Context: an optimization exercise on an open-source flow, tuned for small area, a short achievable clock period and few clock cycles. The choices shown serve that exercise and are no tape-out recipe.

## the reference run
==> flow/design.v (excerpt) <==
module MandelbrotGen(
		input Clk_100M,           
		input  [4:0]BTNS,         
		input  SW0,               
		input  SW15,              
		output reg [18:0] addrA,  
		output reg [11:0] dinA,   
		output reg wea            
    );
For scale: roughly 3,400 cells after synthesis, ~520 flip-flops, ~0.036 sq mm of cells after synthesis.
clock: 11.0 ns
lec_check: 0
cap_margin: 70
core_margin: 2
core_utilization: 40
setup_slack_margin: 5
slew_margin: 70
synth_hierarchical: 1
synth_minimum_keep_size: 0
tns_end_percent: 0
standard.sh (not shown) runs the stock make flow with config.mk's settings and CLKGATE_MAP_FILE= SYNTH_SCRIPT=/design/flow/synth_recipe.tcl, a recipe that flattens the netlist after the stock synthesis.
==> flow/flow/run.sh <==
#!/bin/bash
# Layout flow: the standard synthesis, then the standard ORFS layout steps
# with the resizer's timing repair aiming for a larger setup slack margin, so
# that it shortens the critical paths below the clock period. Each tool's
# output goes to a log here.
set -euo pipefail
MARGIN=7.6
bash standard.sh synth > synth.log 2>&1
sed -e "s/SETUP_SLACK_MARGIN=[0-9.]*/SETUP_SLACK_MARGIN=$MARGIN/" standard.sh > layout.sh
bash layout.sh > layout.log 2>&1
The reference run finished every stage and its layout cleared the timing, DRC and antenna checks.
## Diff of input files: the trial run against the reference run
diff --git a/flow/design.v b/flow/design.v
--- a/flow/design.v
+++ b/flow/design.v
@@ -1202,26 +1202,28 @@
 mfa u_q210 (zh0_q[15], zh1_q[15], ci2[15], q210, q211);
 wire q212, q213;
 mfa u_q212 (zh0_q[16], zh1_q[16], ci2[16], q212, q213);
 wire q214, q215;
 mfa u_q214 (zh0_q[17], zh1_q[17], ci2[17], q214, q215);
 wire [18:0] s_sum_t = {{q70, q68, q66, q64, q62, q60, q58, q56, q54, q52, q50, q48, q46, q44, q42, q40, q38, q36}, yc_q[0]} + {{q69, q67, q65, q63, q61, q59, q57, q55, q53, q51, q49, q47, q45, q43, q41, q39, q37, xc_q[0]}, yc_q[0]};
 wire [17:0] s_sum = s_sum_t[18:1];
 wire [18:0] nzr_t = {{q178, q176, q174, q172, q170, q168, q166, q164, q162, q160, q158, q156, q154, q152, q150, q148, q146, q144}, 1'b0} + {{q177, q175, q173, q171, q169, q167, q165, q163, q161, q159, q157, q155, q153, q151, q149, q147, q145, ~yc_q[0]}, 1'b0};
 wire [17:0] nzr = nzr_t[18:1];
 wire [18:0] nzi_t = {{q214, q212, q210, q208, q206, q204, q202, q200, q198, q196, q194, q192, q190, q188, q186, q184, q182, q180}, 1'b0} + {{q213, q211, q209, q207, q205, q203, q201, q199, q197, q195, q193, q191, q189, q187, q185, q183, q181, z_lo[13]}, 1'b0};
 wire [17:0] nzi = nzi_t[18:1];
 wire esc_s = ~s_sum[17] & s_sum[16] & (|s_sum[15:0]);
-wire retire = v3 & d3 & (t3 == hpar) & ~restart;
+wire fin    = v3 & (d3 | e3);
+wire retire = fin & (t3 == hpar) & ~restart;
 wire take   = (~v3 | retire) & ~restart;
+wire [7:0] n_fin = d3 ? n3 : n3 + 8'd1;    
 wire pan = pan_im | pan_re;
 wire [17:0] add_a = pan_im ? im0 : pan_re ? re0 : row_end ? cin : crn;
 wire [17:0] add_b = pan ? {shift[12:0], 5'b0} : shift;
 wire add_sub = pan ? pan_sub : row_end;
 wire [17:0] add_r = add_a + (add_b ^ {18{add_sub}}) + {17'b0, add_sub};
 wire [17:0] pre0 = pan_re ? add_r : re0;
 wire [17:0] pim0 = pan_im ? add_r : im0;
 reg [17:0] nshift, nre0, nim0;
 always @* begin
 	nshift = shift; nre0 = pre0; nim0 = pim0;
 	if (zoom) begin
 		if (!sw0_q) begin
@@ -1264,25 +1266,25 @@
 	v2 <= v1 & ~restart;
 	zr3 <= nzr; zi3 <= nzi; cr3 <= cr2; ci3 <= ci2; n3 <= n2; d3 <= d2; t3 <= t2;
 	e3 <= esc_s | (n2 == 8'd149);
 	v3 <= v2 & ~restart;
 	zr1 <= zr_nx;
 	zi1 <= zi_nx;
 	bone1 <= bone_nx; btwo1 <= btwo_nx;
 	if (take) begin
 		cr1 <= crn; ci1 <= cin;
 		n1 <= 8'd0; d1 <= 1'b0; t1 <= ipar;
 	end else begin
 		cr1 <= cr3; ci1 <= ci3;
-		n1 <= d3 ? n3 : n3 + 8'd1;
+		n1 <= n_fin;
 		d1 <= d3 | e3; t1 <= t3;
 	end
 	v1 <= ~restart & (v3 | take);
 	if (restart) begin
 		shift <= nshift; re0 <= nre0; im0 <= nim0;
 		crn <= nre0; cin <= nim0; xn <= 10'd0; yn <= 9'd0;
 		row_end <= 1'b0; ipar <= 2'd0;
 	end else if (take) begin
 		ipar <= ipar + 2'd1;
 		row_end <= (xn == 10'd638);
 		if (row_end) begin
 			xn  <= 10'd0;
@@ -1298,23 +1300,23 @@
 			xn  <= xn + 10'd1;
 			crn <= add_r;
 		end
 	end
 	wea <= retire & ~raw_restart;
 	if (restart) begin
 		addrA <= 19'd307199;
 		hpar  <= 2'd0;
 	end else if (retire) begin
 		addrA <= (addrA == 19'd307199) ? 19'd0 : addrA + 19'd1;
 		hpar  <= hpar + 2'd1;
 	end
-	dinA <= (n3 == 8'd150) ? 12'h000 : {4'b0100, n3};
+	dinA <= (n_fin == 8'd150) ? 12'h000 : {4'b0100, n_fin};
 end
 endmodule
 module mfa(input a, input b, input c, output s, output co);
 	assign s  = a ^ b ^ c;
 	assign co = (a & b) | (a & c) | (b & c);
 endmodule
 module mha(input a, input b, output s, output co);
 	assign s  = a ^ b;
 	assign co = a & b;
 endmodule
| multiplexer share of the synthesized area | the trial run vs the reference run | 0.25 points lower |. Core utilization: the trial run > the reference run. From the reference run to the trial run the numbers moved as follows: count of multi-input combinational gates moved up, post-route fraction of the period consumed by the critical path decreased 0.98 points, worst setup slack increased by 0.11 ns relative to the old numbers. The trial run and the reference run ended up with roughly the same combined flip-flop and latch cell area. Summary of the trial run over the reference run: net count of the finished layout went up about 1%; count of buffering cells on the critical path with inverters included went down; starting utilization of the core area neither gained nor lost much. Total die area: the trial run vs the reference run, no meaningful difference. Compared with the reference run, the trial run shows time the final worst path needs with I/O delays and setup lower by 0.11 ns. Via count in the trial run is about 0.7% above the reference run. On number of post-CTS setup repair buffers, the higher figure sits with the trial run, not the reference run.
Function was not checked in any run of this note: the RTL went through the layout flow alone.

* * *

Another version of the RTL of MandelbrotGen (not shown whole).
Size: roughly 40 I/O pins, about 110000 µm² of cells after synthesis.
==> flow/config.mk <==
export PLATFORM = sky130hd
export DESIGN_NAME = MandelbrotGen
export DESIGN_NICKNAME = MandelbrotGen
export VERILOG_FILES = /design/flow/design.v
export SDC_FILE = /design/flow/constraint.sdc
export NUM_CORES = 8
export LEC_CHECK = 0
export ABC_AREA = 1
export CAP_MARGIN = 70
export CORE_MARGIN = 2
export CORE_UTILIZATION = 40
export CTS_BUF_LIST = sky130_fd_sc_hd__clkbuf_8
export CTS_CLUSTER_DIAMETER = 100
export CTS_CLUSTER_SIZE = 10
export SETUP_SLACK_MARGIN = 5
export SLEW_MARGIN = 70
export SYNTH_HIERARCHICAL = 1
export SYNTH_MINIMUM_KEEP_SIZE = 0
export TNS_END_PERCENT = 0
==> flow/constraint.sdc <==
create_clock -name core_clock -period 11.0 [get_ports {Clk_100M}]
set_input_delay 2.2000 -clock core_clock [delete_from_list [all_inputs] [get_ports {Clk_100M}]]
set_output_delay 2.2000 -clock core_clock [all_outputs]
set_load 0.01 [all_outputs]
==> flow/flow/run.sh <==
#!/bin/bash
# Layout flow: the standard synthesis (standard.sh synth), then the
# standard ORFS layout steps (standard.sh's make command) with these changes:
#  - the resizer's timing repair aims for a larger setup slack margin, so that
#    it shortens the critical paths below the clock period;
#  - extra ORFS variables given in EXTRA below.
# Each tool's output goes to a log file in this folder.
set -euo pipefail
MARGIN=7.5
EXTRA='BUFFER_PORTS_ARGS="-buffer_cell sky130_fd_sc_hd__buf_2"'
bash standard.sh synth > synth.log 2>&1
sed -e "s/SETUP_SLACK_MARGIN=[0-9.]*/SETUP_SLACK_MARGIN=$MARGIN/" \
    -e "s|\"\${@:-finish}\"|$EXTRA \"\${@:-finish}\"|" standard.sh > layout.sh
bash layout.sh > layout.log 2>&1
Next try:
--- a/flow/design.v
+++ b/flow/design.v
@@ -7383,47 +7383,37 @@
 reg [7:0] pn0;          
 reg [3:0] pt0;          
 wire phit0 = pv0 & (pt0 == hpar) & ~restart;
 reg pv1;                
 reg [7:0] pn1;          
 reg [3:0] pt1;          
 wire phit1 = pv1 & (pt1 == hpar) & ~restart;
-reg pv2;                
-reg [7:0] pn2;          
-reg [3:0] pt2;          
-wire phit2 = pv2 & (pt2 == hpar) & ~restart;
-reg pv3;                
-reg [7:0] pn3;          
-reg [3:0] pt3;          
-wire phit3 = pv3 & (pt3 == hpar) & ~restart;
-wire pret = phit0 | phit1 | phit2 | phit3;
-wire pfree = ~pv0 | ~pv1 | ~pv2 | ~pv3;
+wire pret = phit0 | phit1;
+wire pfree = ~pv0 | ~pv1;
 wire parka = v2a & d2a & ~reta & ~restart & pfree;
 wire parkb = v2b & d2b & ~retb & ~restart & pfree & ~parka;
 wire parkc = v2c & d2c & ~retc & ~restart & pfree & ~parka & ~parkb;
 wire parkd = v2d & d2d & ~retd & ~restart & pfree & ~parka & ~parkb & ~parkc;
 wire park = parka | parkb | parkc | parkd;
 wire [7:0] pn_in = parka ? n2a : parkb ? n2b : parkc ? n2c : n2d;
 wire [3:0] pt_in = parka ? t2a : parkb ? t2b : parkc ? t2c : t2d;
 wire palloc0 = park & ~pv0;
 wire palloc1 = park & ~pv1 & pv0;
-wire palloc2 = park & ~pv2 & pv0 & pv1;
-wire palloc3 = park & ~pv3 & pv0 & pv1 & pv2;
 wire freea = ~v2a | reta | parka;
 wire freeb = ~v2b | retb | parkb;
 wire freec = ~v2c | retc | parkc;
 wire freed = ~v2d | retd | parkd;
 wire takea = freea & ~restart;
 wire takeb = freeb & ~freea & ~restart;
 wire takec = freec & ~freea & ~freeb & ~restart;
 wire taked = freed & ~freea & ~freeb & ~freec & ~restart;
 wire take  = takea | takeb | takec | taked;
 wire cret  = reta | retb | retc | retd;
 wire ret   = cret | pret;
-wire [7:0] n_out = pret ? (phit0 ? pn0 : phit1 ? pn1 : phit2 ? pn2 : pn3) : (reta ? n2a : retb ? n2b : retc ? n2c : n2d);
+wire [7:0] n_out = pret ? (phit0 ? pn0 : pn1) : (reta ? n2a : retb ? n2b : retc ? n2c : n2d);
 wire pan = pan_im | pan_re;
 wire [17:0] add_a = pan_im ? im0 : pan_re ? re0 : row_end ? cin : crn;
 wire [17:0] add_b = pan ? {shift[12:0], 5'b0} : shift;
 wire add_sub = pan ? pan_sub : row_end;
 wire [17:0] add_r = add_a + (add_b ^ {18{add_sub}}) + {17'b0, add_sub};
 wire [17:0] pre0 = pan_re ? add_r : re0;
 wire [17:0] pim0 = pan_im ? add_r : im0;
@@ -7508,22 +7498,14 @@
 	else if (palloc0) begin
 		pv0 <= 1'b1; pn0 <= pn_in; pt0 <= pt_in;
 	end
 	if (restart | phit1) pv1 <= 1'b0;
 	else if (palloc1) begin
 		pv1 <= 1'b1; pn1 <= pn_in; pt1 <= pt_in;
 	end
-	if (restart | phit2) pv2 <= 1'b0;
-	else if (palloc2) begin
-		pv2 <= 1'b1; pn2 <= pn_in; pt2 <= pt_in;
-	end
-	if (restart | phit3) pv3 <= 1'b0;
-	else if (palloc3) begin
-		pv3 <= 1'b1; pn3 <= pn_in; pt3 <= pt_in;
-	end
 	if (restart) begin
 		shift <= nshift; re0 <= nre0; im0 <= nim0;
 		crn <= nre0; cin <= nim0; xn <= 10'd0; yn <= 9'd0;
 		row_end <= 1'b0; ipar <= 4'd0;
 	end else if (take) begin
 		ipar <= ipar + 4'd1;
 		row_end <= (xn == 10'd638);
Outcome: Global-route usage rose by 0.49 points; sequential cell count fell by 26; routed wire length fell by 1.7%; clock skew fell by 0.012 ns; clock-buffer cell count fell by 4; critical path depth stays the same; final cell count fell by 1.5%; synthesized cell count fell by 1.1%; setup slack degrades by 0.044 ns; non-clock buffer count rose by 3.
No functional check of the RTL was part of any run of this note.

* * *

Another version of the RTL of MandelbrotGen (not shown whole).
Size: roughly 3,200 cells after synthesis, about 0.032 mm2 of cells after synthesis.
// MandelbrotGen
module MandelbrotGen(
		input Clk_100M,           
		input  [4:0]BTNS,         
		input  SW0,               
		input  SW15,              
		output reg [18:0] addrA,  
		output reg [11:0] dinA,   
		output reg wea            
    );
Settings: LEC_CHECK=0, CAP_MARGIN=70, CORE_MARGIN=2, CORE_UTILIZATION=40, SETUP_SLACK_MARGIN=5, SLEW_MARGIN=70, SYNTH_HIERARCHICAL=1, SYNTH_MINIMUM_KEEP_SIZE=0; clock period 11.0 ns.
run.sh (not shown) runs the stock make flow with config.mk's settings and CLKGATE_MAP_FILE= SYNTH_SCRIPT=/design/flow/synth_recipe.tcl, a recipe that flattens the netlist after the stock synthesis.
Stock flow here: none of the scripts above is used.
Rerun with:
--- a/flow/design.v
+++ b/flow/design.v
@@ -39,15 +39,16 @@
 reg [17:0] t1_q;
 reg [17:0] u0_q;
 reg [17:0] u1_q;
 reg [17:0] yh1_q;
 reg [0:0] yc_q;
 reg [17:0] zh0_q;
 reg [17:0] zh1_q;
-reg [0:0] zc_q;
+reg [12:0] zl0_q;
+reg [12:0] zl1_q;
 reg [17:0] cr2, ci2;
 reg [7:0] n2;
 reg v2, d2, t2;
 wire p0, p1;
 mha u_p0 ((zr1[0] & zr1[4]), (zr1[1] & zr1[3]), p0, p1);
 wire p2, p3;
 mfa u_p2 ((zr1[0] & zr1[5]), (zr1[1] & zr1[4]), (zr1[3] & ~zr1[2]), p2, p3);
@@ -1056,25 +1057,26 @@
 mfa u_p1003 (p729, p996, p1001, p1003, p1004);
 wire p1005, p1006;
 mha u_p1005 (p998, p1003, p1005, p1006);
 wire p1007, p1008;
 mfa u_p1007 (p694, p713, p730, p1007, p1008);
 wire p1009, p1010;
 mfa u_p1009 (p1002, p1007, p1004, p1009, p1010);
-wire [13:0] z_lo = {1'b0, {p790, p780, p777, p767, p754, p751, p745, p739, p735, p732, p571, p551, zi1[1]}} + {1'b0, {p801, p789, p779, p769, p761, p753, p747, p741, p737, p733, p731, 1'b0, p550}};
 wire [0:0] xc_w = {x_lo[14]};
 wire [17:0] t0_w = {p510, p508, p506, p504, p502, p500, p498, p496, p494, p492, p490, p488, p486, p484, p482, p480, p478, p476};
 wire [17:0] t1_w = {p509, p507, p505, p503, p501, p499, p497, p495, p493, p491, p489, p487, p485, p483, p481, p479, p477, 1'b0};
 wire [17:0] u0_w = {p546, p544, p542, p540, p538, p536, p534, p532, p530, p528, p526, p524, p522, p520, p518, p516, p514, p512};
 wire [17:0] u1_w = {p545, p543, p541, p539, p537, p535, p533, p531, p529, p527, p525, p523, p521, p519, p517, p515, p513, 1'b1};
 wire [17:0] yh1_w = {p471, p470, p461, p460, p447, p446, p429, p428, p407, p406, p381, p380, p366, p350, p334, p320, p308, p296};
 wire [0:0] yc_w = {y_lo[14]};
 wire [17:0] zh0_w = {p1006, p1005, p994, p993, p978, p977, p958, p957, p934, p933, p906, p905, p874, p858, p842, p828, p814, p811};
 wire [17:0] zh1_w = {p1009, p1000, p999, p986, p985, p968, p967, p946, p945, p920, p919, p890, p889, p873, p857, p841, p827, p813};
-wire [0:0] zc_w = {z_lo[13]};
+wire [12:0] zl0_w = {p790, p780, p777, p767, p754, p751, p745, p739, p735, p732, p571, p551, zi1[1]};
+wire [12:0] zl1_w = {p801, p789, p779, p769, p761, p753, p747, p741, p737, p733, p731, 1'b0, p550};
+wire [13:0] z_lo = {1'b0, zl0_q} + {1'b0, zl1_q};
 wire q0, q1;
 mfa u_q0 (t0_q[0], t1_q[0], yh1_q[0], q0, q1);
 wire q2, q3;
 mfa u_q2 (t0_q[1], t1_q[1], yh1_q[1], q2, q3);
 wire q4, q5;
 mfa u_q4 (t0_q[2], t1_q[2], yh1_q[2], q4, q5);
 wire q6, q7;
@@ -1215,15 +1217,15 @@
 mfa u_q140 (zh0_q[16], zh1_q[16], ci2[16], q140, q141);
 wire q142, q143;
 mfa u_q142 (zh0_q[17], zh1_q[17], ci2[17], q142, q143);
 wire [18:0] s_sum_t = {{q34, q32, q30, q28, q26, q24, q22, q20, q18, q16, q14, q12, q10, q8, q6, q4, q2, q0}, yc_q[0]} + {{q33, q31, q29, q27, q25, q23, q21, q19, q17, q15, q13, q11, q9, q7, q5, q3, q1, xc_q[0]}, yc_q[0]};
 wire [17:0] s_sum = s_sum_t[18:1];
 wire [18:0] nzr_t = {{q106, q104, q102, q100, q98, q96, q94, q92, q90, q88, q86, q84, q82, q80, q78, q76, q74, q72}, 1'b0} + {{q105, q103, q101, q99, q97, q95, q93, q91, q89, q87, q85, q83, q81, q79, q77, q75, q73, ~yc_q[0]}, 1'b0};
 wire [17:0] nzr = nzr_t[18:1];
-wire [18:0] nzi_t = {{q142, q140, q138, q136, q134, q132, q130, q128, q126, q124, q122, q120, q118, q116, q114, q112, q110, q108}, 1'b0} + {{q141, q139, q137, q135, q133, q131, q129, q127, q125, q123, q121, q119, q117, q115, q113, q111, q109, zc_q[0]}, 1'b0};
+wire [18:0] nzi_t = {{q142, q140, q138, q136, q134, q132, q130, q128, q126, q124, q122, q120, q118, q116, q114, q112, q110, q108}, 1'b0} + {{q141, q139, q137, q135, q133, q131, q129, q127, q125, q123, q121, q119, q117, q115, q113, q111, q109, z_lo[13]}, 1'b0};
 wire [17:0] nzi = nzi_t[18:1];
 wire esc_s  = ~s_sum[17] & s_sum[16] & (|s_sum[15:0]);
 wire stop   = esc_s | (n2 == 8'd149);
 wire retire = v2 & d2 & (t2 == hpar) & ~restart;
 wire take   = (~v2 | retire) & ~restart;
 wire pan = pan_im | pan_re;
 wire [17:0] add_a = pan_im ? im0 : pan_re ? re0 : col0 ? ci1 : cr1;
@@ -1262,15 +1264,16 @@
 	t1_q <= t1_w;
 	u0_q <= u0_w;
 	u1_q <= u1_w;
 	yh1_q <= yh1_w;
 	yc_q <= yc_w;
 	zh0_q <= zh0_w;
 	zh1_q <= zh1_w;
-	zc_q <= zc_w;
+	zl0_q <= zl0_w;
+	zl1_q <= zl1_w;
 	cr2 <= cr1; ci2 <= ci1; n2 <= n1; d2 <= d1; t2 <= t1;
 	v2 <= v1 & ~restart;
 	zr1 <= zr_nx;
 	zi1 <= zi_nx;
 		if (take) begin
 		cr1 <= crn; ci1 <= cin;
 		n1 <= 8'd0; d1 <= 1'b0; t1 <= ipar;
The changed run went through all stages and came out clean.
Setup slack improves by 360 ps.
Final cell count hardly moves.
Global-route usage fell by 0.19 points.
Clock-buffer cell count is higher by 5.
Design area goes down by 0.32%.
Core utilization drops by 0.14 points.
Die area hardly moves.
Via count is lower by 0.39%.
Area after synthesis barely changes.
Register-to-register slack improved by 360 ps.
Non-clock buffer count is lower by 7.
Hold slack barely changes.
No run of this note included a check of the RTL's function; only the layout flow was run.

-- separate check: timing with driven ports --
The results above use ideal ports. As a check the final layouts listed here were re-extracted and re-timed, cells and wires unchanged.
Step 1, drivers: a clkbuf_16 drives Clk_100M and a buf_2 each remaining input, both assumed.
Step 2 also shifts input and output timing later by t, the mid clock arrival at the registers, as if the neighbouring blocks saw the same clock.
Slacks: ideal ports / drivers / drivers and shift; pairs: ideal ports / drivers.
| run | t (ns) | setup slack, ns | hold WS [ns] | clock arrival spread, ns | worst slew at a driven data input, ns |
|---|---|---|---|---|---|
| the reference run | 0.692 | 6.856 / 6.856 / 6.856 | 0.319 / 0.319 / 0.319 | 0.022 / 0.022 | 0.03 |
| the trial run | 0.682 | 6.964 / 6.964 / 6.964 | 0.324 / 0.324 / 0.324 | 0.040 / 0.041 | 0.03 |
| the first run of note 2 | 1.034 | 7.259 / 7.243 / 7.259 | 0.297 / 0.297 / 0.297 | 0.087 / 0.086 | 0.03 |
| the second run of note 2 | 1.032 | 7.215 / 7.215 / 7.215 | 0.310 / 0.310 / 0.310 | 0.073 / 0.073 | 0.03 |
| the first run of note 3 | 0.627 | 6.000 / 6.000 / 6.000 | 0.324 / 0.324 / 0.324 | 0.032 / 0.033 | 0.03 |
| the second run of note 3 | 0.651 | 6.359 / 6.359 / 6.359 | 0.325 / 0.325 / 0.325 | 0.041 / 0.042 | 0.03 |
After both steps every run listed still meets setup and hold.
